What follows belongs to an exercise in optimizing a design on an open flow for a short achievable clock period; a production flow would make more cautious choices. At most, simulation tests tie the RTL to the original design; equivalence was not proved. No functional check of the RTL was part of run 1. The clock port is modelled as an ideal driver, which makes a skipped or thinned clock tree look cheaper than it is; a real chip needs a root buffer or a tree. Power is estimated from default activity; no workload was simulated.

<file path="flow/run.sh">
#!/bin/bash
# Standard ORFS layout with stronger port buffers, free cell sizing, data
# pins kept in order (flow/pre_io.tcl) and extra steps after CTS
# (flow/post_cts.tcl).
set -euo pipefail
bash standard.sh finish \
  "BUFFER_PORTS_ARGS=-buffer_cell sky130_fd_sc_hd__buf_4" \
  MATCH_CELL_FOOTPRINT=0 \
  SETUP_SLACK_MARGIN=2.5 \
  "PRE_IO_PLACEMENT_TCL=$PWD/flow/pre_io.tcl" \
  "POST_CTS_TCL=$PWD/flow/post_cts.tcl" \
  > run_make.log 2>&1
</file>
<file path="flow/post_cts.tcl">
# Extra steps after CTS: useful skew for the pixel-select registers and
# greedy sizing of the pixel path.
#
# Useful skew for the pixel-select registers (lo*): they launch the select
# lines of the pixel multiplexer, a register-to-register path into color.
# Give them a clock subtree of their own, straight from the clock port, so
# their clock arrives earlier than the balanced tree's.  Only lo registers
# move; they have no input or output port paths.
set blk [ord::get_db_block]
set db [ord::get_db]
set buf_master [$db findMaster sky130_fd_sc_hd__clkbuf_16]
set clk_net [$blk findNet gpu_clk]

proc centroid {insts} {
  set x 0; set y 0
  foreach i $insts { set l [$i getLocation]; set x [expr {$x + [lindex $l 0]}]; set y [expr {$y + [lindex $l 1]}] }
  set n [llength $insts]
  return [list [expr {int($x / $n)}] [expr {int($y / $n)}]]
}
# split a list of instances into groups of at most max by halving along the longer side
proc bisect {insts max} {
  if {[llength $insts] <= $max} { return [list $insts] }
  set xs {}; set ys {}
  foreach i $insts { set l [$i getLocation]; lappend xs [lindex $l 0]; lappend ys [lindex $l 1] }
  set dx [expr {[tcl::mathfunc::max {*}$xs] - [tcl::mathfunc::min {*}$xs]}]
  set dy [expr {[tcl::mathfunc::max {*}$ys] - [tcl::mathfunc::min {*}$ys]}]
  set k [expr {$dx >= $dy ? 0 : 1}]
  set sorted [lsort -command [list cmp_loc $k] $insts]
  set h [expr {[llength $sorted] / 2}]
  return [concat [bisect [lrange $sorted 0 [expr {$h - 1}]] $max] [bisect [lrange $sorted $h end] $max]]
}
proc cmp_loc {k a b} {
  set va [lindex [$a getLocation] $k]; set vb [lindex [$b getLocation] $k]
  return [expr {$va < $vb ? -1 : ($va > $vb ? 1 : 0)}]
}

set flops {}
foreach inst [$blk getInsts] {
  if {[regexp {^lo} [$inst getName]] && [[$inst getMaster] isSequential]} { lappend flops $inst }
}
puts "skew: [llength $flops] lo registers"

set old_leaf_nets {}
set leaves {}
set n 0
foreach grp [bisect $flops 16] {
  set b [odb::dbInst_create $blk $buf_master "clkbuf_lo_leaf_$n"]
  set net [odb::dbNet_create $blk "clknet_lo_leaf_$n"]
  $net setSigType CLOCK
  [$b findITerm X] connect $net
  foreach f $grp {
    set it [$f findITerm CLK]
    set on [$it getNet]
    if {$on ne "NULL"} { dict set old_leaf_nets [$on getName] 1 }
    $it disconnect
    $it connect $net
  }
  set c [centroid $grp]
  $b setLocation [lindex $c 0] [lindex $c 1]
  $b setPlacementStatus PLACED
  lappend leaves $b
  incr n
}
puts "skew: $n leaf buffers"

set m 0
foreach grp [bisect $leaves [expr {int(ceil($n / 2.0))}]] {
  set b [odb::dbInst_create $blk $buf_master "clkbuf_lo_mid_$m"]
  set net [odb::dbNet_create $blk "clknet_lo_mid_$m"]
  $net setSigType CLOCK
  [$b findITerm X] connect $net
  [$b findITerm A] connect $clk_net
  foreach l $grp { [$l findITerm A] connect $net }
  set c [centroid $grp]
  $b setLocation [lindex $c 0] [lindex $c 1]
  $b setPlacementStatus PLACED
  incr m
}
puts "skew: $m mid buffers"

# drop clock buffers of the balanced tree left without loads
set changed 1
while {$changed} {
  set changed 0
  foreach inst [$blk getInsts] {
    if {![string match "clkbuf_*" [$inst getName]] && ![string match "clkload*" [$inst getName]]} { continue }
    set x [$inst findITerm X]
    if {$x eq "NULL"} { continue }
    set on [$x getNet]
    if {$on eq "NULL"} { continue }
    set loads 0
    foreach it [$on getITerms] { if {[$it isInputSignal] || [$it getIoType] eq "INPUT"} { incr loads } }
    if {$loads == 0 && [llength [$on getBTerms]] == 0} {
      puts "skew: removing [$inst getName]"
      odb::dbInst_destroy $inst
      odb::dbNet_destroy $on
      set changed 1
    }
  }
}

estimate_parasitics -placement

# Greedy sizing of the cells on the worst paths into color: try each drive
# strength of each cell on those paths and keep the one that helps most.
# Wire loads are estimated from a trial global route, which is closer to
# the routed layout than the placement estimate; the flow's own global
# route runs again afterwards.
# the platform's routing layers (fastroute.tcl; its variables are not set
# in the CTS step)
set_global_routing_layer_adjustment met1-met5 0.2
set_routing_layers -clock met3-met5
set_routing_layers -signal met1-met5
global_route -allow_congestion
estimate_parasitics -global_routing
proc size_variants {master_name} {
  if {![regexp {^(sky130_fd_sc_hd__[a-z0-9]+)_([0-9]+)$} $master_name -> base sz]} { return {} }
  set out {}
  foreach s {1 2 4 6 8 12 16} {
    set m [[ord::get_db] findMaster "${base}_$s"]
    if {$m ne "NULL"} { lappend out "${base}_$s" }
  }
  return $out
}
proc endpoint_slack {pin} {
  return [get_property [get_pins $pin] slack_max]
}
proc worst_color_slack {} {
  set p [find_timing_paths -to [get_pins color*/D] -sort_by_slack]
  return [get_property $p slack]
}
proc size_pass {} {
  set improved 0
  set paths [find_timing_paths -to [get_pins color*/D] -sort_by_slack -group_path_count 20 -endpoint_path_count 20 -unique_paths_to_endpoint]
  set cells {}
  foreach p $paths {
    foreach ref [get_property $p points] {
      set pin [get_property $ref pin]
      set inst [get_property $pin full_name]
      set c [get_cells -of_objects $pin]
      if {$c eq ""} continue
      set cn [get_full_name $c]
      if {[lsearch -exact $cells $cn] < 0} { lappend cells $cn }
    }
  }
  foreach cn $cells {
    set cell [get_cells $cn]
    set lc [get_property $cell ref_name]
    if {[string match "*df*" $lc] || [string match "*clkbuf*" $lc]} continue
    set vars [size_variants $lc]
    if {[llength $vars] < 2} continue
    set base [worst_color_slack]
    set best $lc; set bestv $base
    foreach v $vars {
      if {$v eq $lc} continue
      replace_cell $cell $v
      estimate_parasitics -global_routing
      set s [worst_color_slack]
      if {$s > $bestv + 0.0005} { set best $v; set bestv $s }
    }
    replace_cell $cell $best
    estimate_parasitics -global_routing
    if {$best ne $lc} { incr improved; puts "size: $cn $lc -> $best  [format %.3f $base] -> [format %.3f $bestv]" }
  }
  return $improved
}
for {set i 0} {$i < 3} {incr i} {
  set n [size_pass]
  puts "size: pass $i changed $n, color slack [format %.3f [worst_color_slack]]"
  if {$n == 0} break
}

detailed_placement
estimate_parasitics -placement
report_clock_min_period
report_worst_slack -max
report_worst_slack -min
</file>
<file path="flow/pre_io.tcl">
# Keep the data pins of each 32-pixel group together and in order, so that
# each branch of the pixel-select tree sits by a stretch of the die edge.
for {set g 0} {$g < 20} {incr g} {
  set pins {}
  for {set i [expr {32 * $g}]} {$i < 32 * ($g + 1)} {incr i} { lappend pins [get_ports "data\[$i\]"] }
  set_io_pin_constraint -group -order -pin_names $pins
}
</file>
<file path="standard.sh">
#!/bin/bash
# synth_recipe.tcl (not shown) runs the flow's synth.tcl, then flattens the netlist and writes it again
# the make line also repeats each setting of config.mk as NAME=value (left out here)
make -C /OpenROAD-flow-scripts/flow DESIGN_CONFIG=/design/flow/config.mk WORK_HOME=/design/flow/orfs CLKGATE_MAP_FILE= SYNTH_SCRIPT=/design/flow/synth_recipe.tcl "${@:-finish}"
</file>
<file path="config.mk">
export PLATFORM = sky130hd
export DESIGN_NAME = GPU
export DESIGN_NICKNAME = GPU
export VERILOG_FILES = /design/flow/design.v
export SDC_FILE = /design/flow/constraint.sdc
export NUM_CORES = 4
export LEC_CHECK = 0
export CAP_MARGIN = 20
export CORE_AREA = 4 4 196 196
export CTS_CLUSTER_DIAMETER = 120
export CTS_CLUSTER_SIZE = 18
export DIE_AREA = 0 0 200 200
export SETUP_SLACK_MARGIN = 1.5
export SLEW_MARGIN = 20
export SYNTH_HIERARCHICAL = 1
export SYNTH_MINIMUM_KEEP_SIZE = 0
</file>
<file path="constraint.sdc">
create_clock -name core_clock -period 3.4 [get_ports {gpu_clk}]
set_input_delay 0.6800 -clock core_clock [delete_from_list [all_inputs] [get_ports {gpu_clk}]]
set_output_delay 0.6800 -clock core_clock [all_outputs]
set_load 0.01 [all_outputs]
</file>
<file path="design.v">
module GPU(
    input gpu_clk,
    input rst,
    output reg h_sync,
    output reg v_sync,
    output reg color,
    output reg [8:0] address,
    input [639:0] data
    );
    reg [31:0] lo0, lo1, lo2, lo3, lo4;   
    reg [26:0] grp;                       
    reg        le;                        
    reg [8:0]  v;                         
    wire [31:0] lo_init = 32'd2;          
    always @(posedge gpu_clk) begin
        if (rst) begin
            lo0 <= lo_init;
            lo1 <= lo_init;
            lo2 <= lo_init;
            lo3 <= lo_init;
            lo4 <= lo_init;
            grp <= 27'd1;
            le <= 1'b0;
        end else begin
            if (le) begin
                lo0 <= lo_init;
                lo1 <= lo_init;
                lo2 <= lo_init;
                lo3 <= lo_init;
                lo4 <= lo_init;
                grp <= 27'd1;
            end else begin
                lo0 <= {lo0[30:0], lo0[31]};
                lo1 <= {lo1[30:0], lo1[31]};
                lo2 <= {lo2[30:0], lo2[31]};
                lo3 <= {lo3[30:0], lo3[31]};
                lo4 <= {lo4[30:0], lo4[31]};
                if (lo0[31])
                    grp <= {grp[25:0], 1'b0};
            end
            le <= grp[26] & lo0[8];       
        end
    end
    wire [639:0] sel = {lo4, lo4, lo4, lo4, lo3, lo3, lo3, lo3,
                        lo2, lo2, lo2, lo2, lo1, lo1, lo1, lo1,
                        lo0, lo0, lo0, lo0};
    wire [319:0] p_n;
    gpu_nand2 u_p0 (.a(data[1]), .b(sel[1]), .y(p_n[0]));
    genvar i;
    generate
        for (i = 1; i < 320; i = i + 1) begin : g_pair
            gpu_a22oi u (.a1(data[2*i]), .a2(sel[2*i]),
                         .b1(data[2*i+1]), .b2(sel[2*i+1]), .y(p_n[i]));
        end
    endgenerate
    wire [79:0] o8, o8_n;
    generate
        for (i = 0; i < 80; i = i + 1) begin : g_o8
            gpu_nand4 u (.a(p_n[4*i]), .b(p_n[4*i+1]), .c(p_n[4*i+2]),
                         .d(p_n[4*i+3]), .y(o8[i]));
            gpu_inv ui (.a(o8[i]), .y(o8_n[i]));
        end
    endgenerate
    wire [19:0] gate_n = ~grp[19:0] | {20{rst}};
    wire [19:0] o32, o32_n;
    generate
        for (i = 0; i < 20; i = i + 1) begin : g_o32
            gpu_a41oi u (.a1(o8_n[4*i]), .a2(o8_n[4*i+1]), .a3(o8_n[4*i+2]),
                         .a4(o8_n[4*i+3]), .b1(gate_n[i]), .y(o32[i]));
            gpu_inv ui (.a(o32[i]), .y(o32_n[i]));
        end
    endgenerate
    wire [4:0] o128;
    generate
        for (i = 0; i < 5; i = i + 1) begin : g_o128
            gpu_nand4 u (.a(o32_n[4*i]), .b(o32_n[4*i+1]), .c(o32_n[4*i+2]),
                         .d(o32_n[4*i+3]), .y(o128[i]));
        end
    endgenerate
    wire [2:0] q_n;
    gpu_nor2 u_q0 (.a(o128[0]), .b(o128[1]), .y(q_n[0]));
    gpu_nor2 u_q1 (.a(o128[2]), .b(o128[3]), .y(q_n[1]));
    gpu_inv  u_q2 (.a(o128[4]), .y(q_n[2]));
    wire color_d;
    gpu_nand3 u_c (.a(q_n[0]), .b(q_n[1]), .c(q_n[2]), .y(color_d));
    wire [8:0] v_next = le ? ((v == 9'd501) ? 9'd1 : v + 9'd1) : v;
    wire h_blank = (grp[20] & |lo0[31:17]) | grp[21] | (grp[22] & |lo0[16:0]);
    always @(posedge gpu_clk) begin
        color <= color_d;
        if (rst) begin
            v <= 9'd1;
            address <= 9'd0;
            h_sync <= 1'b0;
            v_sync <= 1'b0;
        end else begin
            h_sync <= ~h_blank;
            v_sync <= (v > 9'd481) && (v <= 9'd484);
            v <= v_next;
            address <= le ? ((v == 9'd501) ? 9'd0 : v) : v - 9'd1;
        end
    end
endmodule
module gpu_a22oi(input a1, input a2, input b1, input b2, output y);
    assign y = ~((a1 & a2) | (b1 & b2));
endmodule
module gpu_nand2(input a, input b, output y);
    assign y = ~(a & b);
endmodule
module gpu_nand3(input a, input b, input c, output y);
    assign y = ~(a & b & c);
endmodule
module gpu_nand4(input a, input b, input c, input d, output y);
    assign y = ~(a & b & c & d);
endmodule
module gpu_inv(input a, output y);
    assign y = ~a;
endmodule
module gpu_nor2(input a, input b, output y);
    assign y = ~(a | b);
endmodule
module gpu_a41oi(input a1, input a2, input a3, input a4, input b1, output y);
    assign y = ~((a1 & a2 & a3 & a4) | b1);
endmodule
</file>
==> parameters.txt, run 1 <==
Parameter                              Value

Timing
  Number of hold-slack violations in the final timing report ... 0
  Fraction of the cycle the final worst path needs ... approximately 48%
  Transition time at the pin with the least slew margin ... 0.515 ns
  Number of setup violations in the final report ... 0
  Final sum of negative setup slack ... 0 ns
  Setup repair after global routing missed its margin ... yes
  Max-slew violation count ... 0
  Max transition margin ... about two thirds
  Worst clock skew ... 0.123 ns
  Highest clock frequency the design can meet ... between 600 and 700 MHz
  Minimum clock period ... 1.62 ns

Worst hold path
  Number of cells on the worst hold path ... 1
  Hold/Removal Path Class ... reg -> reg
  Worst Min Path Start ... grp[21]$_SDFFE_PP0P_
  Destination of the worst hold path ... h_sync$_SDFF_PP0_

Setup path
  Arrival time at the worst endpoint ... between 1.5 and 2 ns
  Number of cell instances on the worst register-to-register path ... 6
  Worst EP required ... 3.71 ns
  Critical path start-end classification ... reg -> reg
  Launch point of the worst reg-to-reg path ... v[0]$_SDFFE_PP1P_
  Slack of the worst reg-to-reg path ... around 1.8 ns
  Setup crit end kind ... register
  Max FO, Critical Path ... 5
  Reg-to-reg critical path endpoint ... address[8]$_SDFF_PP0_
  Type of origin of the critical path ... register
  Worst setup path start ... v[0]$_SDFFE_PP1P_

Logic synthesis
  Number of register bits inferred by synthesis ... 209
  Count of cell types in the netlist ... 40
  Synthesized area per cell ... between 10 and 15 sq um
  Most frequent cell after synthesis ... sky130_fd_sc_hd__a22oi_2
  Top FF cell, synth ... sky130_fd_sc_hd__dfxtp_1
  Count of warnings emitted by yosys ... 7
  Top post-synthesis cells by area ... sky130_fd_sc_hd__dfxtp_1 36%, sky130_fd_sc_hd__a22oi_2 34%, sky130_fd_sc_hd__and2_1 8.3%
  Asr flop ratio synth ... 0%
  Number of nets produced by synthesis ... 1746
  Area leader, netlist ... sky130_fd_sc_hd__dfxtp_1
  Post-synthesis instance total ... 1100
  Cell types with the highest counts after synthesis ... 319 x sky130_fd_sc_hd__a22oi_2, 209 x sky130_fd_sc_hd__dfxtp_1, 155 x sky130_fd_sc_hd__and2_1
  Post-synthesis sequential area ratio ... roughly 36%
  Combined area of all synthesized cells ... about 12000 sq um
  Number of enable-type register cells in the synthesized netlist ... 0
  Proportion of netlist area held by the largest area contributor ... 35.8%

Global route
  Maximum number of pins on one net before global-route repair ... 63
  Initial antenna violation count ... 1
  GR Util All Layers ... about 28%
  Wire length of the first global-routing pass ... 83.2 mm
  Global route overflow ... 0
  Number of global-route vias before repair ... between 10000 and 15000

Pwr
  Power Density ... 313 nW/um^2
  Total Power ... 6.15 mW
  Maximum vdd drop ... 0.280 mV
  Leakage power summed over all cells ... about 7.7 nW

Routing
  Via count of the routed design ... 12461
  DRC ... 0
  Ratio of routed vias to standard cells ... 5.44
  Initial DRT Pass Iterations ... 7
  WL final ... approximately 63 mm
  Drt wl/cell ... ~28 um
  Number of DRC markers after the initial detailed-route iteration ... 702
  Post-route antenna net violation count ... 0

Clock network
  Latest clock arrival within the worst-skew pair ... ~0.47 ns
  TritonCTS clock tree ... done
  CTS sink cnt ... approximately 210
  Clock slew at the register clock pins of the worst setup and hold paths ... ~0.050 ns

Placed design
  Port Buffer Count ... 652
  Placed instance area ... 17100 sq um
  Dpl hpwl ... 47.7 mm
  Placer's final routability congestion estimate ... roughly 0.94
  Dpl cells ... around 2200

Cells and area
  Nets@finish ... about 2500
  Layout cells sized above 1 ... roughly 74%
  Share of the core filled with cells in the final layout ... a little over half
  Fillers ... ~3300
  Area overhead of the layout relative to synthesis ... 67.8%
  Post-route cell area ... between 15000 and 20000 sq um
  Register cell area after layout ... 4400 sq um
  Area of combinational cells with multiple inputs ... ~7400 sq um
  Non-filler instance count after layout ... between 2000 and 2500

Run status
  Run status ... complete, no violations

Floorplan
  Die extent in x ... approximately 200 um
  Total core area ... about 37000 sq um
  Standard-cell rows ... 70
  Height of the die ... around 200 um
  Area of the die ... 40000 sq um
  I/O pin count ... 654
  Initial Util ... around a third

Run
  Max Cap Violations ... 0
-- layout by cell type (no fill, tap or decap), drive strengths merged, types with 2 or more instances in the layout --
cell type | synthesis | final
xnor2 | 7 | 7
a22oi | 319 | 319
nand2b | 25 | 26
o211ai | 3 | 3
nor4 | 9 | 9
inv | 105 | 106
or2 | 5 | 8
nand4 | 89 | 89
dfxtp | 209 | 209
buf | 10 | 704
and2 | 155 | 155
o21ai | 2 | 2
nand2 | 7 | 7
xor2 | 3 | 3
ha | 4 | 4
or3 | 8 | 8
mux2i | 26 | 26
nor2 | 41 | 41
a21oi | 7 | 7
nand3 | 7 | 7
nor3 | 2 | 2
a41oi | 20 | 20
clkbuf | 26 | 48
-- logic make-up (layout without fill, tap and decap cells) --
group | Yosys count | after routing | synth area share (%)
AND/OR/NAND/NOR | 356 | 360 | 18.3
adder cells (fa/ha/maj) | 4 | 4 | 0.428
XOR/XNOR | 10 | 10 | 0.749
AO/OA/AOI/OAI | 354 | 354 | 37.7
flip-flops | 209 | 209 | 35.8
multiplexers | 26 | 26 | 2.22
buffers and inverters | 141 | 859 | 4.79
other | 0 | 1 | 0
-- modules after synthesis, one instance, submodules excluded --
module,times used,cells inside
GPU,1,571
gpu_a41oi,20,1
gpu_a22oi,319,1
gpu_nand4,85,1
gpu_nand3,1,1
gpu_inv,101,1
gpu_nand2,1,1
gpu_nor2,2,1
-- per-layer routing --
metal  wire length, um  part of all wire (%)  up-vias  track usage (%)
met5                 0                     0        -                0
li1                  -                     -     5634                -
met3              4500                   7.1      202             5.05
met4              4140                   6.5        0             17.3
met1             22600                    36     5954             31.3
met2             32100                    51      671             50.2
-- through the flow --
stage          hold WS (ns)  setup slack (ns)
2_1_floorplan         0.431              1.86
3_3_place_gp          0.462              1.37
3_5_place_dp          0.464              1.37
5_1_grt               0.519              1.74
6_report              0.478              1.78
-- sequential cells by signal, summed over array words and instances (netlist names) --
name and count:
color 1, le 1, lo3 32, lo4 32
v 9, lo2 32, v_sync 1, grp 27
h_sync 1, lo0 32, address 9, lo1 32
-- critical path, stage by stage, from the launching register on --
cell	delay (ns)
sky130_fd_sc_hd__dfxtp_4	0.36
sky130_fd_sc_hd__inv_4	0.07
sky130_fd_sc_hd__ha_4	0.11
sky130_fd_sc_hd__or4b_4	0.50
sky130_fd_sc_hd__nor4_4	0.23
sky130_fd_sc_hd__xnor2_1	0.14
sky130_fd_sc_hd__nor2_1	0.05
-- power by group --
group          switching [mW]  internal, mW
combinational           0.311         0.600
clock                    1.08          1.66
sequential             0.0466          2.45
total                    1.43          4.71
-- layout make-up, without the clock buffers --
class | count | area share [%]
multi-input cells | 754 | 37.7
repair buffers | 719 | 30.7
flip-flops and latches | 209 | 22.4
well taps | 468 | 2.98
plain buffers | 18 | 2.29
inverters | 105 | 2.05
clock inverters | 2 | 0.0892
diodes | 1 | 0.0127
-- worst max path at each step --
| stage | end | slack [ns] |
|---|---|---|
| final | address[8]$_SDFF_PP0_ | 1.78 |
| after global routing | address[6]$_SDFF_PP0_ | 1.74 |
| after detailed placement | color$_DFF_P_ | 1.37 |
| after global placement | color$_DFF_P_ | 1.37 |
| after floorplan | address[6]$_SDFF_PP0_ | 1.86 |
==> run 2: changes to the inputs <==
--- a/design.v
+++ b/design.v
@@ -63,3 +63,2 @@
     endgenerate
-    wire [19:0] gate_n = ~grp[19:0] | {20{rst}};
     wire [19:0] o32, o32_n;
@@ -68,3 +67,3 @@
             gpu_a41oi u (.a1(o8_n[4*i]), .a2(o8_n[4*i+1]), .a3(o8_n[4*i+2]),
-                         .a4(o8_n[4*i+3]), .b1(gate_n[i]), .y(o32[i]));
+                         .a4(o8_n[4*i+3]), .b1(~grp[i]), .y(o32[i]));
             gpu_inv ui (.a(o32[i]), .y(o32_n[i]));
@@ -79,8 +78,10 @@
     endgenerate
-    wire [2:0] q_n;
-    gpu_nor2 u_q0 (.a(o128[0]), .b(o128[1]), .y(q_n[0]));
-    gpu_nor2 u_q1 (.a(o128[2]), .b(o128[3]), .y(q_n[1]));
-    gpu_inv  u_q2 (.a(o128[4]), .y(q_n[2]));
+    wire [3:0] q_n;
+    gpu_inv u_q0 (.a(o128[0]), .y(q_n[0]));
+    gpu_inv u_q1 (.a(o128[1]), .y(q_n[1]));
+    gpu_inv u_q2 (.a(o128[2]), .y(q_n[2]));
+    gpu_nor2 u_q3 (.a(o128[3]), .b(o128[4]), .y(q_n[3]));
     wire color_d;
-    gpu_nand3 u_c (.a(q_n[0]), .b(q_n[1]), .c(q_n[2]), .y(color_d));
+    gpu_a41oi u_c (.a1(q_n[0]), .a2(q_n[1]), .a3(q_n[2]), .a4(q_n[3]),
+                   .b1(rst), .y(color_d));
     wire [8:0] v_next = le ? ((v == 9'd501) ? 9'd1 : v + 9'd1) : v;
@@ -108,5 +109,2 @@
 endmodule
-module gpu_nand3(input a, input b, input c, output y);
-    assign y = ~(a & b & c);
-endmodule
 module gpu_nand4(input a, input b, input c, input d, output y);
==> run 2 against run 1 <==
  * Die area is the same
  * Sequential share of layout area shrank 0.55 points
  * Clock power grew 1%
  * First-iteration DRC count shrank 27%
  * Synthesized cell count shrank 0.18%
  * Core utilization grew 0.72 points
  * Cell count grew 0.79%
  * Critical path type is now reg -> out
  * Critical endpoint is now address[8]
  * Largest cell class unchanged
==> parameters.txt, run 2 <==
Parameter                              Value

Cells and area
  Most frequent cells in the layout ... 667 x sky130_fd_sc_hd__buf_4, 318 x sky130_fd_sc_hd__a22oi_2, 133 x sky130_fd_sc_hd__dfxtp_1, 122 x sky130_fd_sc_hd__inv_1, 111 x sky130_fd_sc_hd__and2_1
  Share of the core filled with cells in the final layout ... 54.5%
  Area overhead of the layout relative to synthesis ... 71.1%
  Nets@finish ... approximately 2500
  Commonest non-fill, non-tap cell in the layout ... sky130_fd_sc_hd__buf_4
  Layout cells sized above 1 ... a little under three quarters
  Fillers ... 3248
  Antenna fix cells ... 0
  Non-filler instance count after layout ... between 2000 and 2500
  Post-route cell area ... ~20000 sq um

Logic synthesis
  Proportion of netlist area held by the largest area contributor ... 36.0%
  Most frequent cell after synthesis ... sky130_fd_sc_hd__a22oi_2
  Synthesized area per cell ... about 11 sq um
  Area leader, netlist ... sky130_fd_sc_hd__dfxtp_1
  Count of warnings emitted by yosys ... 7
  Count of cell types in the netlist ... 41
  Top FF cell, synth ... sky130_fd_sc_hd__dfxtp_1
  Asr flop ratio synth ... 0%
  Number of register bits inferred by synthesis ... 209
  Post-synthesis sequential area ratio ... between 30% and 40%
  Cell types with the highest counts after synthesis ... 319 x sky130_fd_sc_hd__a22oi_2, 209 x sky130_fd_sc_hd__dfxtp_1, 154 x sky130_fd_sc_hd__and2_1
  Number of nets produced by synthesis ... between 1500 and 2000
  Post-synthesis instance total ... roughly 1100
  Top post-synthesis cells by area ... sky130_fd_sc_hd__dfxtp_1 36%, sky130_fd_sc_hd__a22oi_2 34%, sky130_fd_sc_hd__and2_1 8.3%
  Number of enable-type register cells in the synthesized netlist ... 0
  Combined area of all synthesized cells ... between 10000 and 15000 sq um

Floorplan
  Area of the die ... roughly 40000 sq um
  Height of the die ... around 200 um
  Die extent in x ... roughly 200 um
  Total core area ... ~37000 sq um
  I/O pin count ... 654
  Standard-cell rows ... 70
  Initial Util ... a little under a third

Timing
  Max transition margin ... between 60% and 70%
  Transition time at the pin with the least slew margin ... roughly 0.6 ns
  Highest clock frequency the design can meet ... roughly 630 MHz
  Worst clock skew ... between 0.1 and 0.15 ns
  Setup repair after global routing missed its margin ... yes
  Number of hold-slack violations in the final timing report ... 0
  Minimum clock period ... 1.58 ns
  Final sum of negative setup slack ... 0 ns
  Max-slew violation count ... 0
  Worst hold slack ... approximately 0.42 ns
  Final setup margin ... between 1.5 and 2 ns
  Number of setup violations in the final report ... 0
  Fraction of the cycle the final worst path needs ... 46.4%

Pwr
  Power Density ... slightly above 300 nW/um^2
  Total Power ... a little over 6 mW
  Sw frac ... about 23%
  Maximum vdd drop ... 0.249 mV
  Share of power burned in registers ... ~40%
  Fraction of power consumed by the clock network ... about 45%
  Cell-internal power ... roughly 4.8 mW
  Part of the power in combinational logic ... around 15%
  Psw ... roughly 1.4 mW
  Leakage power summed over all cells ... about 7.8 nW

Setup path
  Arrival time at the worst endpoint ... approximately 0.90 ns
  Slowest cell on the critical path ... sky130_fd_sc_hd__dfxtp_2
  Critical path start-end classification ... reg -> out
  Number of cell instances on the worst register-to-register path ... 8
  Crit path buf inv count ... 1
  Type of origin of the critical path ... register
  Kind of cell adding the most delay to the critical path ... flip-flops
  Stages on worst setup path ... 1
  Sequence of cells on the critical path ... buf_6
  Largest incremental delay on the critical path ... around 0.33 ns
  Setup crit end kind ... primary output
  Reg-to-reg critical path endpoint ... color$_DFF_P_
  Launch point of the worst reg-to-reg path ... lo0[30]$_SDFF_PP0_
  Slack of the worst reg-to-reg path ... 1.83 ns
  Max FO, Critical Path ... 1
  Worst EP required ... roughly 2.7 ns

Routing
  Via count of the routed design ... approximately 12000
  WL final ... roughly 58 mm
  Number of DRC markers after the initial detailed-route iteration ... slightly above 500
  DRC ... 0
  Initial DRT Pass Iterations ... 4
  Drt wl/cell ... around 25 um
  Post-route antenna net violation count ... 0
  Ratio of routed vias to standard cells ... about 5.2

Worst hold path
  Hold/Removal Path Class ... reg -> reg
  Destination of the worst hold path ... le$_SDFF_PP0_
  Worst Min Path Start ... grp[26]$_SDFFE_PP0P_
  Number of cells on the worst hold path ... 2

Global route
  Initial antenna violation count ... 0
  Number of global-route vias before repair ... between 10000 and 15000
  Wire length of the first global-routing pass ... roughly 80 mm
  Global route overflow ... 0
  GR Util All Layers ... approximately a quarter
  Maximum number of pins on one net before global-route repair ... 23

Placed design
  Dpl cells ... roughly 2200
  Placed instance area ... about 17000 sq um
  Port Buffer Count ... 652
  Worst slack, placed ... roughly 1.2 ns
  Dpl hpwl ... about 42 mm
  Placer's final routability congestion estimate ... slightly below 0.9

Clock network
  TritonCTS clock tree ... done
  Clock slew at the register clock pins of the worst setup and hold paths ... about 0.050 ns
  Latest clock arrival within the worst-skew pair ... 0.44 ns
  CTS sink cnt ... approximately 210

Run
  Max Cap Violations ... 0

Run status
  Run status ... complete, no violations
run 2: worst max path at each step:
stage / from / slack [ns] / endpoint
floorplan: data[426] / 1.85 / color$_DFF_P_
global placement: data[388] / 1.15 / color$_DFF_P_
detailed placement: data[440] / 1.16 / color$_DFF_P_
global route: address[3]$_SDFF_PP0_ / 1.79 / address[3]
finish: address[8]$_SDFF_PP0_ / 1.82 / address[8]
run 2: modules after synthesis (local to each module, per instance), a selection:
| module | flops+latches | cells | area [sq um] | times used |
|---|---|---|---|---|
| gpu_a22oi | 0 | 1 | 12.5 | 319 |
| gpu_inv | 0 | 1 | 3.75 | 103 |
| GPU | 209 | 568 | 6370 | 1 |
| gpu_a41oi | 0 | 1 | 16.3 | 21 |
| gpu_nand4 | 0 | 1 | 6.26 | 85 |
| gpu_nor2 | 0 | 1 | 3.75 | 1 |
run 2: layer usage:
layer / vias up / track usage (%) / routed length, um
met5: - / 0 / 0
met4: 0 / 9.84 / 2040
met3: 122 / 5.69 / 4470
met2: 599 / 45.1 / 28400
met1: 5731 / 32.9 / 23000
li1: 5637 / - / -
run 2: area by class of cell, without the clock buffers:
cell class                 instances  area, sq um  share of cell area [%]
timing repair buffer             738         6190                    31.1
multi-input combinational        732         7450                    37.4
tap                              468          586                    2.94
clock inverter                     2         17.5                  0.0881
buffer                            18          450                    2.26
inverter                         125          472                    2.37
sequential                       209         4350                    21.8
run 2: kinds of logic (layout without fill, tap and decap cells):
| logic type | after synthesis | after routing | share of synthesized area [%] |
|---|---|---|---|
| AOI/OAI and AO/OA | 353 | 353 | 38.1 |
| and+or+nand+nor | 338 | 339 | 17.2 |
| DFF | 209 | 209 | 36.0 |
| buffers and inverters | 158 | 900 | 5.27 |
| muxes | 26 | 26 | 2.24 |
| xor gates and xnor gates | 10 | 10 | 0.753 |
| adders and majority gates | 4 | 4 | 0.430 |
run 2: power groups by stage:
stage / sequential [mW] / clock [mW] / combinational, mW
final: 2.49 / 2.77 / 0.903
after global routing: 2.49 / 2.94 / 0.955
after detailed placement: 2.56 / 0 / 0.771
after global placement: 2.56 / 0 / 0.756
after floorplan: 2.54 / 0 / 0.125
run 2: worst register-to-register path, cell delays in order (launching register included):
cell and delay [ns]:
sky130_fd_sc_hd__dfxtp_1 0.64, sky130_fd_sc_hd__a22oi_2 0.15, sky130_fd_sc_hd__nand4_1 0.11, sky130_fd_sc_hd__inv_1 0.06, sky130_fd_sc_hd__a41oi_2 0.16, sky130_fd_sc_hd__inv_1 0.11
sky130_fd_sc_hd__nand4_1 0.15, sky130_fd_sc_hd__inv_1 0.08, sky130_fd_sc_hd__a41oi_2 0.12
==> run 3: changes to the inputs <==
--- a/flow/post_cts.tcl
+++ b/flow/post_cts.tcl
@@ -108,7 +108,3 @@
 # route runs again afterwards.
-# the platform's routing layers (fastroute.tcl; its variables are not set
-# in the CTS step)
-set_global_routing_layer_adjustment met1-met5 0.2
-set_routing_layers -clock met3-met5
-set_routing_layers -signal met1-met5
+source $::env(FASTROUTE_TCL)
 global_route -allow_congestion
==> run 3 against run 2 <==
  * The flow now stops in 4_1_cts
  * Area after synthesis unchanged
  * Synthesized cell count did not move
==> parameters.txt, run 3 <==
Parameter                              Value

Placed design
  Port Buffer Count ... between 600 and 700
  Placer's final routability congestion estimate ... between 0.8 and 0.9
  Dpl cells ... 2189
  Dpl hpwl ... roughly 42 mm

Run status
  Run status ... did not finish
  Stage where the run ended ... 4_1_cts
  Error message ... Error: cts.tcl, 90 can't read "::env(MIN_ROUTING_LAYER)": no such variable

Floorplan
  I/O pin count ... roughly 650
  Height of the die ... approximately 200 um
  Die extent in x ... roughly 200 um
  Standard-cell rows ... 70
  Initial Util ... 31.8%

Logic synthesis
  Post-synthesis sequential area ratio ... about 36%
  Count of cell types in the netlist ... 41
  Synthesized area per cell ... ~11 sq um
  Top post-synthesis cells by area ... sky130_fd_sc_hd__dfxtp_1 36%, sky130_fd_sc_hd__a22oi_2 34%, sky130_fd_sc_hd__and2_1 8.3%
  Top FF cell, synth ... sky130_fd_sc_hd__dfxtp_1
  Most frequent cell after synthesis ... sky130_fd_sc_hd__a22oi_2
  Cell types with the highest counts after synthesis ... 319 x sky130_fd_sc_hd__a22oi_2, 209 x sky130_fd_sc_hd__dfxtp_1, 154 x sky130_fd_sc_hd__and2_1
  Asr flop ratio synth ... 0%
  Proportion of netlist area held by the largest area contributor ... between 30% and 40%
  Combined area of all synthesized cells ... roughly 12000 sq um
  Area leader, netlist ... sky130_fd_sc_hd__dfxtp_1
  Count of warnings emitted by yosys ... 7
  Number of register bits inferred by synthesis ... about 210
  Post-synthesis instance total ... roughly 1100
  Number of enable-type register cells in the synthesized netlist ... 0
  Number of nets produced by synthesis ... ~1700

Clock network
  CTS sink cnt ... between 200 and 250
-- run 3: cell counts after synthesis --
No cell type changed its count.
-- run 3: power by group through the flow --
stage | clock network (mW) | logic (mW) | registers, mW
after global placement | 0 | 0.756 | 2.56
after floorplan | 0 | 0.125 | 2.54
after detailed placement | 0 | 0.771 | 2.56
-- run 3: how the worst min path moves through the flow --
| stage | from | end | slack (ns) | cells past startpoint |
|---|---|---|---|---|
| 2_1_floorplan | grp[26]$_SDFFE_PP0P_ | le$_SDFF_PP0_ | 0.41 | 2 |
| 3_3_place_gp | grp[26]$_SDFFE_PP0P_ | le$_SDFF_PP0_ | 0.42 | 2 |
| 3_5_place_dp | grp[26]$_SDFFE_PP0P_ | le$_SDFF_PP0_ | 0.43 | 2 |
-- run 3: cell families after synthesis --
logic type | after synthesis | synth area share, %
buffers and inverters | 158 | 5.27
muxes | 26 | 2.24
adders and majority gates | 4 | 0.430
xor gates and xnor gates | 10 | 0.753
and+or+nand+nor | 338 | 17.2
AOI/OAI and AO/OA | 353 | 38.1
DFF | 209 | 36.0
-- run 3: stage by stage --
| stage | power (mW) | setup WS [ns] | cell area [sq um] |
|---|---|---|---|
| floorplan | 2.66 | 1.85 | 11900 |
| global placement | 3.31 | 1.15 | 17100 |
| detailed placement | 3.33 | 1.16 | 17100 |
-- run 3: Yosys stat by module (local to each module, per instance) --
module     times used  flops+latches  cells inside
GPU                 1            209           568
gpu_a41oi          21              0             1
gpu_a22oi         319              0             1
gpu_nand4          85              0             1
gpu_inv           103              0             1
gpu_nand2           1              0             1
gpu_nor2            1              0             1
==> run 4: changes to the inputs <==
--- a/flow/post_cts.tcl
+++ b/flow/post_cts.tcl
@@ -108,3 +108,7 @@
 # route runs again afterwards.
-source $::env(FASTROUTE_TCL)
+# the platform's routing layers (fastroute.tcl; its variables are not set
+# in the CTS step)
+set_global_routing_layer_adjustment met1-met5 0.2
+set_routing_layers -clock met3-met5
+set_routing_layers -signal met1-met5
 global_route -allow_congestion
@@ -144,3 +148,5 @@
     set lc [get_property $cell ref_name]
-    if {[string match "*df*" $lc] || [string match "*clkbuf*" $lc]} continue
+    if {[string match "*clkbuf*" $lc]} continue
+    # of the registers, only the select registers are sized here
+    if {[string match "*df*" $lc] && ![string match "lo*" $cn]} continue
     set vars [size_variants $lc]
==> run 4 against run 3 <==
  * The run now finishes clean
  * Synthesized cell count is the same
  * Area after synthesis unchanged
==> parameters.txt, run 4 <==
Parameter                              Value

Run status
  Run status ... complete, no violations

Routing
  WL final ... 57.8 mm
  Drt wl/cell ... 25.0 um
  Post-route antenna net violation count ... 0
  DRC ... 0
  Number of DRC markers after the initial detailed-route iteration ... about 440
  Initial DRT Pass Iterations ... 5
  Via count of the routed design ... roughly 12000
  Ratio of routed vias to standard cells ... ~5.3

Setup path
  Launch point of the worst reg-to-reg path ... lo0[30]$_SDFF_PP0_
  Critical path start-end classification ... reg -> out
  Slowest cell on the critical path ... sky130_fd_sc_hd__dfxtp_2
  Type of origin of the critical path ... register
  Reg-to-reg critical path endpoint ... color$_DFF_P_
  Arrival time at the worst endpoint ... around 0.9 ns
  Largest incremental delay on the critical path ... 0.33 ns
  Number of cell instances on the worst register-to-register path ... 8
  Setup crit end kind ... primary output
  Sequence of cells on the critical path ... buf_6
  Max FO, Critical Path ... 1
  Crit path buf inv count ... 1
  Kind of cell adding the most delay to the critical path ... flip-flops
  Worst EP required ... 2.72 ns
  Slack of the worst reg-to-reg path ... between 1.5 and 2 ns

Timing
  Fraction of the cycle the final worst path needs ... roughly 46%
  Worst hold slack ... ~0.42 ns
  Worst clock skew ... approximately 0.10 ns
  Setup repair after global routing missed its margin ... yes
  Max-slew violation count ... 0
  Final sum of negative setup slack ... 0 ns
  Transition time at the pin with the least slew margin ... about 0.6 ns
  Final setup margin ... roughly 1.8 ns
  Highest clock frequency the design can meet ... roughly 630 MHz
  Number of hold-slack violations in the final timing report ... 0
  Minimum clock period ... approximately 1.6 ns
  Number of setup violations in the final report ... 0
  Max transition margin ... between 50% and 60%

Floorplan
  Standard-cell rows ... 70
  Area of the die ... 40000 sq um
  I/O pin count ... ~650
  Height of the die ... 200 um
  Initial Util ... roughly a third
  Die extent in x ... 200 um
  Total core area ... between 30000 and 40000 sq um

Global route
  GR Util All Layers ... about a quarter
  Initial antenna violation count ... 0
  Global route overflow ... 0
  Number of global-route vias before repair ... 12687
  Wire length of the first global-routing pass ... between 70 and 80 mm
  Maximum number of pins on one net before global-route repair ... 23

Logic synthesis
  Number of enable-type register cells in the synthesized netlist ... 0
  Count of warnings emitted by yosys ... 7
  Proportion of netlist area held by the largest area contributor ... 36.0%
  Area leader, netlist ... sky130_fd_sc_hd__dfxtp_1
  Post-synthesis instance total ... 1098
  Synthesized area per cell ... around 11 sq um
  Asr flop ratio synth ... 0%
  Top post-synthesis cells by area ... sky130_fd_sc_hd__dfxtp_1 36%, sky130_fd_sc_hd__a22oi_2 34%, sky130_fd_sc_hd__and2_1 8.3%
  Count of cell types in the netlist ... 41
  Number of register bits inferred by synthesis ... around 210
  Post-synthesis sequential area ratio ... 36.0%
  Combined area of all synthesized cells ... between 10000 and 15000 sq um
  Most frequent cell after synthesis ... sky130_fd_sc_hd__a22oi_2
  Number of nets produced by synthesis ... roughly 1700
  Top FF cell, synth ... sky130_fd_sc_hd__dfxtp_1
  Cell types with the highest counts after synthesis ... 319 x sky130_fd_sc_hd__a22oi_2, 209 x sky130_fd_sc_hd__dfxtp_1, 154 x sky130_fd_sc_hd__and2_1

Cells and area
  Fillers ... between 3000 and 4000
  Layout cells sized above 1 ... between 70% and 80%
  Share of the core filled with cells in the final layout ... a little over half
  Most frequent cells in the layout ... 667 x sky130_fd_sc_hd__buf_4, 319 x sky130_fd_sc_hd__a22oi_2, 132 x sky130_fd_sc_hd__dfxtp_1, 123 x sky130_fd_sc_hd__inv_1, 111 x sky130_fd_sc_hd__and2_1
  Commonest non-fill, non-tap cell in the layout ... sky130_fd_sc_hd__buf_4
  Nets@finish ... between 2000 and 2500
  Area overhead of the layout relative to synthesis ... 70.9%

Worst hold path
  Worst Min Path Start ... grp[26]$_SDFFE_PP0P_
  Destination of the worst hold path ... le$_SDFF_PP0_
  Hold/Removal Path Class ... reg -> reg
  Number of cells on the worst hold path ... 2

Pwr
  Part of the power in combinational logic ... about 15%
  Maximum vdd drop ... around 0.25 mV
  Sw frac ... 22.8%
  Leakage power summed over all cells ... 7.79 nW
  Share of power burned in registers ... approximately two fifths
  Power Density ... slightly above 300 nW/um^2
  Psw ... around 1.4 mW
  Cell-internal power ... between 4 and 5 mW
  Fraction of power consumed by the clock network ... 45.0%

Placed design
  Port Buffer Count ... approximately 650
  Worst slack, placed ... ~1.2 ns
  Dpl hpwl ... 42.5 mm
  Placer's final routability congestion estimate ... about 0.87

Run
  Max Cap Violations ... 0

Clock network
  Clock slew at the register clock pins of the worst setup and hold paths ... about 0.05 ns
  Latest clock arrival within the worst-skew pair ... approximately 0.44 ns
  TritonCTS clock tree ... done
  CTS sink cnt ... about 210
-- run 4: cell counts after synthesis --
No cell type changed its count.
-- run 4: final cells by class, without the clock buffers --
| cell class | count | area (sq um) | share of cell area (%) |
|---|---|---|---|
| diodes | 1 | 2.50 | 0.0126 |
| plain buffers | 18 | 450 | 2.27 |
| clock inverters | 2 | 17.5 | 0.0881 |
| inverters | 125 | 472 | 2.37 |
| multi-input cells | 732 | 7420 | 37.4 |
| flip-flops and latches | 209 | 4350 | 21.9 |
| well taps | 468 | 586 | 2.95 |
| repair buffers | 738 | 6190 | 31.2 |
-- run 4: per-layer routing --
metal  track usage [%]  vias up  wire length [um]
met5                 0        -                 0
met4              9.81        0              2090
met3              5.66      129              4370
met2              45.0      572             28400
met1              32.9     5795             23000
li1                  -     5643                 -
-- run 4: cells by family after synthesis --
family                     synth area share, %
buffers and inverters                     5.27
xor gates and xnor gates                 0.753
muxes                                     2.24
adders and majority gates                0.430
DFF                                       36.0
AOI/OAI and AO/OA                         38.1
and+or+nand+nor                           17.2
-- run 4: worst max path at each step --
stage / depth (start not counted) / end / start / slack (ns)
after global placement: 9 / color$_DFF_P_ / data[388] / 1.15
after detailed placement: 9 / color$_DFF_P_ / data[440] / 1.16
after global routing: 1 / address[3] / address[3]$_SDFF_PP0_ / 1.79
final: 1 / address[8] / address[8]$_SDFF_PP0_ / 1.82
after floorplan: 8 / color$_DFF_P_ / data[426] / 1.85
-- run 4: power by group through the flow --
stage | Sequential, mW | Combinational, mW | Clock, mW
after floorplan | 2.54 | 0.125 | 0
after global placement | 2.56 | 0.756 | 0
after detailed placement | 2.56 | 0.771 | 0
after global routing | 2.49 | 0.954 | 2.94
final | 2.49 | 0.902 | 2.77
-- run 4: through the flow --
stage / cell area [sq um] / total power, mW / instances
detailed placement: 17100 / 3.33 / 2189
global route: 19900 / 6.39 / 2309
finish: 19900 / 6.16 / 2310
floorplan: 11900 / 2.66 / 1098
global placement: 17100 / 3.31 / 2189
-- run 4: Yosys stat by module (local to each module, per instance) --
module / times used / cell area [sq um] / flops+latches
GPU: 1 / 6370 / 209
gpu_nand4: 85 / 6.26 / 0
gpu_a41oi: 21 / 16.3 / 0
gpu_inv: 103 / 3.75 / 0
gpu_nand2: 1 / 3.75 / 0
gpu_a22oi: 319 / 12.5 / 0
gpu_nor2: 1 / 3.75 / 0
-- run 4: worst min-delay path: cells and delay by family, from the launching register on --
kind             cells  cell delay (ns)
AND/OR/NAND/NOR      2             0.09
flip-flops           1             0.30
==> run 5: changes to the inputs <==
--- a/design.v
+++ b/design.v
@@ -9,3 +9,4 @@
     );
-    reg [31:0] lo0, lo1, lo2, lo3, lo4;   
+    reg [319:0] lo;                       
+    wire [31:0] lo0 = lo[31:0];
     reg [26:0] grp;                       
@@ -14,9 +15,7 @@
     wire [31:0] lo_init = 32'd2;          
+    integer c;
     always @(posedge gpu_clk) begin
         if (rst) begin
-            lo0 <= lo_init;
-            lo1 <= lo_init;
-            lo2 <= lo_init;
-            lo3 <= lo_init;
-            lo4 <= lo_init;
+            for (c = 0; c < 10; c = c + 1)
+                lo[32*c +: 32] <= lo_init;
             grp <= 27'd1;
@@ -25,14 +24,8 @@
             if (le) begin
-                lo0 <= lo_init;
-                lo1 <= lo_init;
-                lo2 <= lo_init;
-                lo3 <= lo_init;
-                lo4 <= lo_init;
+                for (c = 0; c < 10; c = c + 1)
+                    lo[32*c +: 32] <= lo_init;
                 grp <= 27'd1;
             end else begin
-                lo0 <= {lo0[30:0], lo0[31]};
-                lo1 <= {lo1[30:0], lo1[31]};
-                lo2 <= {lo2[30:0], lo2[31]};
-                lo3 <= {lo3[30:0], lo3[31]};
-                lo4 <= {lo4[30:0], lo4[31]};
+                for (c = 0; c < 10; c = c + 1)
+                    lo[32*c +: 32] <= {lo[32*c +: 31], lo[32*c+31]};
                 if (lo0[31])
@@ -43,5 +36,7 @@
     end
-    wire [639:0] sel = {lo4, lo4, lo4, lo4, lo3, lo3, lo3, lo3,
-                        lo2, lo2, lo2, lo2, lo1, lo1, lo1, lo1,
-                        lo0, lo0, lo0, lo0};
+    wire [639:0] sel = {lo[319:288], lo[319:288], lo[287:256], lo[287:256],
+                        lo[255:224], lo[255:224], lo[223:192], lo[223:192],
+                        lo[191:160], lo[191:160], lo[159:128], lo[159:128],
+                        lo[127:96], lo[127:96], lo[95:64], lo[95:64],
+                        lo[63:32], lo[63:32], lo[31:0], lo[31:0]};
     wire [319:0] p_n;
@@ -63,2 +58,3 @@
     endgenerate
+    wire [19:0] gate_n = ~grp[19:0] | {20{rst}};
     wire [19:0] o32, o32_n;
@@ -67,3 +63,3 @@
             gpu_a41oi u (.a1(o8_n[4*i]), .a2(o8_n[4*i+1]), .a3(o8_n[4*i+2]),
-                         .a4(o8_n[4*i+3]), .b1(~grp[i]), .y(o32[i]));
+                         .a4(o8_n[4*i+3]), .b1(gate_n[i]), .y(o32[i]));
             gpu_inv ui (.a(o32[i]), .y(o32_n[i]));
@@ -78,10 +74,8 @@
     endgenerate
-    wire [3:0] q_n;
-    gpu_inv u_q0 (.a(o128[0]), .y(q_n[0]));
-    gpu_inv u_q1 (.a(o128[1]), .y(q_n[1]));
-    gpu_inv u_q2 (.a(o128[2]), .y(q_n[2]));
-    gpu_nor2 u_q3 (.a(o128[3]), .b(o128[4]), .y(q_n[3]));
+    wire [2:0] q_n;
+    gpu_nor2 u_q0 (.a(o128[0]), .b(o128[1]), .y(q_n[0]));
+    gpu_nor2 u_q1 (.a(o128[2]), .b(o128[3]), .y(q_n[1]));
+    gpu_inv  u_q2 (.a(o128[4]), .y(q_n[2]));
     wire color_d;
-    gpu_a41oi u_c (.a1(q_n[0]), .a2(q_n[1]), .a3(q_n[2]), .a4(q_n[3]),
-                   .b1(rst), .y(color_d));
+    gpu_nand3 u_c (.a(q_n[0]), .b(q_n[1]), .c(q_n[2]), .y(color_d));
     wire [8:0] v_next = le ? ((v == 9'd501) ? 9'd1 : v + 9'd1) : v;
@@ -109,2 +103,5 @@
 endmodule
+module gpu_nand3(input a, input b, input c, output y);
+    assign y = ~(a & b & c);
+endmodule
 module gpu_nand4(input a, input b, input c, input d, output y);
--- a/config.mk
+++ b/config.mk
@@ -8,6 +8,6 @@
 export CAP_MARGIN = 20
-export CORE_AREA = 4 4 196 196
+export CORE_AREA = 4 4 181 181
 export CTS_CLUSTER_DIAMETER = 120
 export CTS_CLUSTER_SIZE = 18
-export DIE_AREA = 0 0 200 200
+export DIE_AREA = 0 0 185 185
 export SETUP_SLACK_MARGIN = 1.5
==> run 5 against run 4 <==
  * Sequential share of layout area grew 7.8 points
  * Area after synthesis grew 37%
  * Highest routed layer unchanged
  * Sequential power grew 76%
  * Clock power grew 42%
  * Fmax shrank 3.2%
  * Synthesized cell count grew 31%
  * Core utilization grew 27 points
  * Via count grew 24%
  * Largest power group is now sequential cells
==> parameters.txt, run 5 <==
Parameter                              Value

Run status
  Run status ... complete, no violations

Setup path
  Type of origin of the critical path ... input pin
  Number of cell instances on the worst register-to-register path ... 8
  Critical path start-end classification ... in -> reg
  Arrival time at the worst endpoint ... 1.93 ns
  Setup crit end kind ... register
  Max FO, Critical Path ... 1
  Launch point of the worst reg-to-reg path ... lo[68]$_SDFF_PP0_
  Slack of the worst reg-to-reg path ... between 1.5 and 2 ns
  Worst EP required ... about 3.7 ns
  Reg-to-reg critical path endpoint ... color$_DFF_P_

Pwr
  Power Density ... roughly 380 nW/um^2
  Leakage power summed over all cells ... between 10 and 15 nW
  Part of the power in combinational logic ... approximately an eighth
  Fraction of power consumed by the clock network ... between 40% and 50%
  Psw ... a little over 2 mW
  Cell-internal power ... about 7.3 mW
  Maximum vdd drop ... about 0.45 mV
  Share of power burned in registers ... between 40% and 50%
  Sw frac ... approximately 22%
  Total Power ... 9.42 mW

Routing
  Post-route antenna net violation count ... 0
  Initial DRT Pass Iterations ... 6
  DRC ... 0
  Number of DRC markers after the initial detailed-route iteration ... 1163
  Via count of the routed design ... 15020
  Ratio of routed vias to standard cells ... between 5 and 6
  WL final ... around 68 mm
  Drt wl/cell ... approximately 26 um

Global route
  Wire length of the first global-routing pass ... about 89 mm
  Maximum number of pins on one net before global-route repair ... 50
  Met3 Resource Use GR ... approximately 7.1%
  Global route overflow ... 0
  Met1 global-route usage ... between 40% and 50%
  Number of global-route vias before repair ... around 15000
  Global routing usage on met2 ... 60.1%
  GR Util All Layers ... around a third
  Initial antenna violation count ... 1
  Busiest layer in global routing ... met2

Timing
  Max transition margin ... 70.4%
  Max-slew violation count ... 0
  Number of setup violations in the final report ... 0
  Transition time at the pin with the least slew margin ... 0.444 ns
  Final sum of negative setup slack ... 0 ns
  Fraction of the cycle the final worst path needs ... between 40% and 50%
  Number of hold-slack violations in the final timing report ... 0
  Worst clock skew ... about 0.060 ns
  Setup repair after global routing missed its margin ... yes
  Minimum clock period ... between 1.5 and 2 ns
  Final setup margin ... approximately 1.8 ns
  Highest clock frequency the design can meet ... approximately 600 MHz

Logic synthesis
  Count of cell types in the netlist ... 41
  Number of register bits inferred by synthesis ... 369
  Largest family of logic cells by synthesized area ... compound AO/OA/AOI/OAI gates
  Post-synthesis sequential area ratio ... 46.3%
  Proportion of netlist area held by the largest area contributor ... 46.3%
  Area leader, netlist ... sky130_fd_sc_hd__dfxtp_1
  Cell types with the highest counts after synthesis ... 369 x sky130_fd_sc_hd__dfxtp_1, 319 x sky130_fd_sc_hd__a22oi_2, 309 x sky130_fd_sc_hd__and2_1
  Post-Synth Adder-Cell Area ... less than 1%
  Synthesized area per cell ... 11.1 sq um
  Simple-Gate Fraction of Synth Area ... 19.6%
  Number of nets produced by synthesis ... about 2100
  Compound-gate portion of the synthesized area ... 27.7%
  Most frequent cell after synthesis ... sky130_fd_sc_hd__dfxtp_1
  Mux share of post-synthesis cell area ... approximately 1.6%
  Post-synthesis instance total ... around 1400
  Combined area of all synthesized cells ... about 16000 sq um
  Asr flop ratio synth ... 0%
  Number of enable-type register cells in the synthesized netlist ... 0
  Top post-synthesis cells by area ... sky130_fd_sc_hd__dfxtp_1 46%, sky130_fd_sc_hd__a22oi_2 25%, sky130_fd_sc_hd__and2_1 12%
  XOR/XNOR share of the synthesized area ... 0.549%
  Count of warnings emitted by yosys ... 7
  Top FF cell, synth ... sky130_fd_sc_hd__dfxtp_1

Worst hold path
  Hold/Removal Path Class ... reg -> reg
  Worst Min Path Start ... grp[21]$_SDFFE_PP0P_
  Number of cells on the worst hold path ... 1
  Destination of the worst hold path ... h_sync$_SDFF_PP0_

Cells and area
  Non-filler instance count after layout ... 2579
  Nets@finish ... roughly 2800
  Number of flip-flops under the largest register name ... 320
  Antenna fix cells ... 0
  Largest registers ... lo: 320 flops, grp: 27 flops
  Area overhead of the layout relative to synthesis ... 57.2%
  Most frequent cells in the layout ... 652 x sky130_fd_sc_hd__buf_4, 330 x sky130_fd_sc_hd__dfxtp_1, 319 x sky130_fd_sc_hd__a22oi_2, 244 x sky130_fd_sc_hd__and2_4, 100 x sky130_fd_sc_hd__inv_1
  Fillers ... ~1800
  Layout cells sized above 1 ... between 60% and 70%
  Share of the core filled with cells in the final layout ... about 82%
  Commonest non-fill, non-tap cell in the layout ... sky130_fd_sc_hd__buf_4
  Biggest register ... lo

Floorplan
  Initial Util ... just over 50%
  Total core area ... a little over 30000 sq um
  Height of the die ... about 190 um
  Die extent in x ... 185 um
  Area of the die ... approximately 34000 sq um
  I/O pin count ... 654
  Standard-cell rows ... 64

Placed design
  Placer's final routability congestion estimate ... around 0.97
  Dpl hpwl ... roughly 46 mm
  Worst slack, placed ... around 1.2 ns
  Port Buffer Count ... approximately 650
  Dpl cells ... approximately 2400

Clock network
  Clock slew at the register clock pins of the worst setup and hold paths ... roughly 0.05 ns
  Latest clock arrival within the worst-skew pair ... 0.45 ns
  CTS sink cnt ... approximately 370

Run
  Max Cap Violations ... 0
-- run 5: cell types whose count changed after synthesis, moves of 19 or more --
| cell | before | now |
|---|---|---|
| sky130_fd_sc_hd__clkbuf_1 | 21 | 40 |
| sky130_fd_sc_hd__dfxtp_1 | 209 | 369 |
| sky130_fd_sc_hd__nand2b_1 | 5 | 25 |
| sky130_fd_sc_hd__and2_1 | 154 | 309 |
| sky130_fd_sc_hd__inv_1 | 125 | 104 |
-- run 5: cell type report, without the clock buffers --
cell class / instances / area (sq um) / area share [%]
timing repair buffer: 748 / 6710 / 26.8
multi-input combinational: 916 / 8880 / 35.4
buffer: 34 / 851 / 3.39
clock inverter: 1 / 11.3 / 0.0449
sequential: 369 / 7450 / 29.7
inverter: 104 / 398 / 1.59
tap: 396 / 495 / 1.98
-- run 5: power by group through the flow --
stage	Sequential (mW)	Combinational, mW	Clock, mW
floorplan	4.47	0.146	0
global placement	4.48	0.810	0
detailed placement	4.48	0.823	0
global route	4.39	1.14	4.10
finish	4.39	1.10	3.93
-- run 5: worst max path at each step --
stage | from | endpoint | slack [ns] | depth (start not counted)
2_1_floorplan | data[298] | color$_DFF_P_ | 1.91 | 8
3_3_place_gp | rst | lo[124]$_SDFF_PP0_ | 1.26 | 4
3_5_place_dp | rst | lo[126]$_SDFF_PP0_ | 1.21 | 4
5_1_grt | lo[116]$_SDFF_PP0_ | color$_DFF_P_ | 1.72 | 8
6_report | data[216] | color$_DFF_P_ | 1.77 | 9
-- run 5: cells by family (layout without fill, tap and decap cells) --
group	count (synthesis)	after routing
xor gates and xnor gates	10	10
buffers and inverters	159	898
adders and majority gates	4	4
and+or+nand+nor	519	523
DFF	369	369
AOI/OAI and AO/OA	353	353
muxes	26	26
-- run 5: worst max-delay path, stage by stage --
cell and delay (ns):
sky130_fd_sc_hd__buf_4 0.12, sky130_fd_sc_hd__a22oi_2 0.17, sky130_fd_sc_hd__nand4_1 0.16, sky130_fd_sc_hd__inv_1 0.10, sky130_fd_sc_hd__a41oi_2 0.11, sky130_fd_sc_hd__inv_1 0.07
sky130_fd_sc_hd__nand4_1 0.23, sky130_fd_sc_hd__nor2_4 0.20, sky130_fd_sc_hd__nand3_2 0.08
-- run 5: Yosys stat by module, one instance, submodules excluded --
module | flops+latches | cell area, sq um
GPU | 369 | 10700
gpu_a41oi | 0 | 16.3
gpu_a22oi | 0 | 12.5
gpu_nand4 | 0 | 6.26
gpu_nand3 | 0 | 5.00
gpu_inv | 0 | 3.75
gpu_nand2 | 0 | 3.75
gpu_nor2 | 0 | 3.75
-- run 5: through the flow --
stage / hold slack (ns) / area [sq um]
2_1_floorplan: 0.432 / 16200
3_3_place_gp: 0.458 / 21200
3_5_place_dp: 0.466 / 21200
5_1_grt: 0.518 / 25100
6_report: 0.495 / 25100
-- run 5: metal layers --
layer | part of all wire (%) | up-vias
met3 | 7.4 | 191
met2 | 51 | 823
li1 | - | 6702
met1 | 38 | 7304
met4 | 4.0 | 0
met5 | 0 | -
==> run 6: changes to the inputs <==
--- a/config.mk
+++ b/config.mk
@@ -8,6 +8,6 @@
 export CAP_MARGIN = 20
-export CORE_AREA = 4 4 181 181
+export CORE_AREA = 4 4 196 196
 export CTS_CLUSTER_DIAMETER = 120
 export CTS_CLUSTER_SIZE = 18
-export DIE_AREA = 0 0 185 185
+export DIE_AREA = 0 0 200 200
 export SETUP_SLACK_MARGIN = 1.5
==> run 6 against run 5 <==
  * First-iteration DRC count shrank 39%
  * Via count shrank 2.2%
  * Hold slack lost 0.028 ns
  * Clock power grew 4%
  * Cell area grew 2.7%
  * Synthesized cell count is the same
  * Combinational power is essentially flat
  * Largest cell class unchanged
==> parameters.txt, run 6 <==
Parameter                              Value

Logic synthesis
  Top FF cell, synth ... sky130_fd_sc_hd__dfxtp_1
  Count of warnings emitted by yosys ... 7
  Top post-synthesis cells by area ... sky130_fd_sc_hd__dfxtp_1 46%, sky130_fd_sc_hd__a22oi_2 25%, sky130_fd_sc_hd__and2_1 12%
  Cell types with the highest counts after synthesis ... 369 x sky130_fd_sc_hd__dfxtp_1, 319 x sky130_fd_sc_hd__a22oi_2, 309 x sky130_fd_sc_hd__and2_1
  Number of register bits inferred by synthesis ... around 370
  Most frequent cell after synthesis ... sky130_fd_sc_hd__dfxtp_1
  XOR/XNOR share of the synthesized area ... less than 1%
  Number of enable-type register cells in the synthesized netlist ... 0
  Combined area of all synthesized cells ... about 16000 sq um
  Post-Synth Adder-Cell Area ... less than 1%
  Largest family of logic cells by synthesized area ... compound AO/OA/AOI/OAI gates
  Mux share of post-synthesis cell area ... between 1.5 and 2%
  Compound-gate portion of the synthesized area ... 27.7%
  Post-synthesis instance total ... approximately 1400
  Number of nets produced by synthesis ... between 2000 and 2500
  Proportion of netlist area held by the largest area contributor ... 46.3%
  Post-synthesis sequential area ratio ... around 46%
  Area leader, netlist ... sky130_fd_sc_hd__dfxtp_1
  Asr flop ratio synth ... 0%
  Count of cell types in the netlist ... roughly 40
  Simple-Gate Fraction of Synth Area ... between 10% and 20%
  Synthesized area per cell ... about 11 sq um

Floorplan
  Total core area ... ~37000 sq um
  Area of the die ... 40000 sq um
  Die extent in x ... 200 um
  I/O pin count ... about 650
  Height of the die ... ~200 um
  Standard-cell rows ... 70
  Initial Util ... about 44%

Placed design
  Dpl hpwl ... about 46 mm
  Placed instance area ... 21300 sq um
  Port Buffer Count ... approximately 650
  Placer's final routability congestion estimate ... 0.920

Clock network
  CTS sink cnt ... 369
  Clock slew at the register clock pins of the worst setup and hold paths ... approximately 0.06 ns
  Latest clock arrival within the worst-skew pair ... roughly 0.45 ns

Routing
  Initial DRT Pass Iterations ... 5
  Post-route antenna net violation count ... 0
  Via count of the routed design ... about 15000
  WL final ... around 68 mm
  Number of DRC markers after the initial detailed-route iteration ... ~700
  Ratio of routed vias to standard cells ... around 5.5
  DRC ... 0
  Drt wl/cell ... between 20 and 30 um

Setup path
  Sequence of cells on the critical path ... buf_6
  Launch point of the worst reg-to-reg path ... lo[254]$_SDFF_PP0_
  Kind of cell adding the most delay to the critical path ... flip-flops
  Largest incremental delay on the critical path ... 0.33 ns
  Critical path start-end classification ... reg -> out
  Worst EP required ... between 2 and 3 ns
  Type of origin of the critical path ... register
  Crit path buf inv count ... 1
  Worst setup path start ... address[7]$_SDFF_PP0_
  Max FO, Critical Path ... 1
  Slowest cell on the critical path ... sky130_fd_sc_hd__dfxtp_2
  Arrival time at the worst endpoint ... about 0.90 ns
  Setup crit end kind ... primary output

Timing
  Minimum clock period ... roughly 1.6 ns
  Number of setup violations in the final report ... 0
  Fraction of the cycle the final worst path needs ... a little under half
  Setup repair after global routing missed its margin ... yes
  Worst clock skew ... around 0.034 ns
  Max-slew violation count ... 0
  Final sum of negative setup slack ... 0 ns
  Highest clock frequency the design can meet ... approximately 630 MHz
  Transition time at the pin with the least slew margin ... 0.312 ns
  Number of hold-slack violations in the final timing report ... 0
  Max transition margin ... 79.2%

Global route
  Initial antenna violation count ... 1
  Global route overflow ... 0
  Number of global-route vias before repair ... around 16000
  Wire length of the first global-routing pass ... around 94 mm
  Maximum number of pins on one net before global-route repair ... 50
  GR Util All Layers ... 30.7%

Cells and area
  Post-route cell area ... ~26000 sq um
  Most frequent cells in the layout ... 661 x sky130_fd_sc_hd__buf_4, 321 x sky130_fd_sc_hd__dfxtp_1, 318 x sky130_fd_sc_hd__a22oi_2, 279 x sky130_fd_sc_hd__and2_4, 97 x sky130_fd_sc_hd__inv_1
  Area overhead of the layout relative to synthesis ... 61.5%
  Commonest non-fill, non-tap cell in the layout ... sky130_fd_sc_hd__buf_4
  Biggest register ... lo
  Nets@finish ... between 2000 and 3000
  Largest registers ... lo: 320 flops, grp: 27 flops
  Antenna fix cells ... 0
  Layout cells sized above 1 ... 70.9%
  Number of flip-flops under the largest register name ... between 300 and 400

Pwr
  Maximum vdd drop ... 0.367 mV
  Leakage power summed over all cells ... 10.5 nW
  Power Density ... ~370 nW/um^2

Worst hold path
  Worst Min Path Start ... grp[21]$_SDFFE_PP0P_
  Hold/Removal Path Class ... reg -> reg

Run
  Max Cap Violations ... 0

Run status
  Run status ... complete, no violations
run 6: cell types whose count changed in the layout (fill, tap and decap cells not counted), moves of 3 or more:
| cell | delta |
|---|---|
| sky130_fd_sc_hd__dfxtp_2 | +7 |
| sky130_fd_sc_hd__nand4_2 | +3 |
| sky130_fd_sc_hd__buf_6 | +13 |
| sky130_fd_sc_hd__buf_8 | +6 |
| sky130_fd_sc_hd__and2_1 | -36 |
| sky130_fd_sc_hd__inv_1 | -3 |
| sky130_fd_sc_hd__nor2_1 | -4 |
| sky130_fd_sc_hd__inv_2 | +3 |
| sky130_fd_sc_hd__nor2_2 | +4 |
| sky130_fd_sc_hd__dfxtp_1 | -9 |
| sky130_fd_sc_hd__buf_4 | +9 |
| sky130_fd_sc_hd__and2_4 | +35 |
| sky130_fd_sc_hd__nand4_1 | -4 |
run 6: cell families after synthesis:
family | Yosys count
AO/OA/AOI/OAI | 353
XOR/XNOR | 10
adder cells (fa/ha/maj) | 4
buffers and inverters | 159
flip-flops | 369
multiplexers | 26
AND/OR/NAND/NOR | 519
run 6: metrics by stage:
stage                     util, %  setup slack [ns]  std cells  hold slack, ns  total power [mW]
final                        70.5              1.82       2683           0.467              9.59
after global routing         70.5              1.79       2683           0.491              9.88
after detailed placement     58.4              1.22       2508           0.461              5.31
after global placement       58.4              1.23       2508           0.459              5.30
after floorplan                 -              1.91       1440           0.432              4.61
run 6: worst paths after layout:
path | slack [ns] | cells past startpoint | endpoint
worst max-delay path | 1.82 | 1 | address[7]
worst min-delay path | 0.47 | 1 | h_sync$_SDFF_PP0_
worst max register to register | 1.85 | 8 | color$_DFF_P_
worst min register to register | 0.47 | 1 | h_sync$_SDFF_PP0_
run 6: power by group:
part | internal [mW] | switching (mW)
Sequential | 4.35 | 0.0406
Clock | 2.41 | 1.67
Combinational | 0.717 | 0.407
run 6: modules after synthesis, one instance, submodules excluded:
module / cells inside / cell area [sq um]
gpu_nor2: 1 / 3.75
gpu_a22oi: 1 / 12.5
gpu_nand3: 1 / 5.00
GPU: 911 / 10700
gpu_inv: 1 / 3.75
gpu_nand2: 1 / 3.75
gpu_nand4: 1 / 6.26
gpu_a41oi: 1 / 16.3
run 6: layer usage:
metal / wire length [um] / vias to the layer above / track usage, %
met1: 27000 / 7241 / 38.4
li1: - / 6779 / -
met4: 1370 / 0 / 6.94
met2: 35000 / 577 / 55.6
met5: 0 / - / 0
met3: 4320 / 98 / 5.22
run 6: layout make-up, without the clock buffers:
| type | instances | area, sq um |
|---|---|---|
| Buffer | 34 | 851 |
| Clock inverter | 2 | 27.5 |
| Fill cell | 2684 | 10800 |
| Inverter | 104 | 395 |
| Multi-Input combinational cell | 916 | 9060 |
| Sequential cell | 369 | 7470 |
| Tap cell | 468 | 586 |
| Timing Repair Buffer | 777 | 7040 |

==> afterwards: timing with drivers on the ports <==
In the flow no input, the clock included, has a driving cell. The finished layouts below were timed again as built, in two steps. Step 1: set_driving_cell puts a clkbuf_16 on gpu_clk and a buf_2 on each other input, an assumption about the parent block. Step 2 adds t to the input delays and takes it off the output delays; t is the mean of the earliest and latest rising clock arrival at the registers after step 1. Input paths then give back, and output paths get back, about the clock's delay inside the block. a / b / c = no drivers / after step 1 / after step 2; a / b = the first two.
| run | t, ns | setup slack, ns | worst setup path after step 2 | clock arrival spread, ns | cell pins on the clock port's net |
|---|---|---|---|---|---|
| run 1 | 0.488 | 1.782 / 1.719 / 1.380 | input to register | 0.126 / 0.127 | 3 |
| run 2 | 0.480 | 1.821 / 1.739 / 1.464 | input to register | 0.114 / 0.114 | 3 |
| run 4 | 0.479 | 1.821 / 1.740 / 1.461 | input to register | 0.114 / 0.115 | 3 |
| run 5 | 0.500 | 1.768 / 1.726 / 1.317 | input to register | 0.060 / 0.060 | 3 |
| run 6 | 0.522 | 1.819 / 1.734 / 1.338 | input to register | 0.033 / 0.033 | 3 |
After both steps setup and hold are still met in every run listed. The setup slack of run 6, which loses most, moves by -0.085 ns with the drivers and by -0.481 ns with both steps.
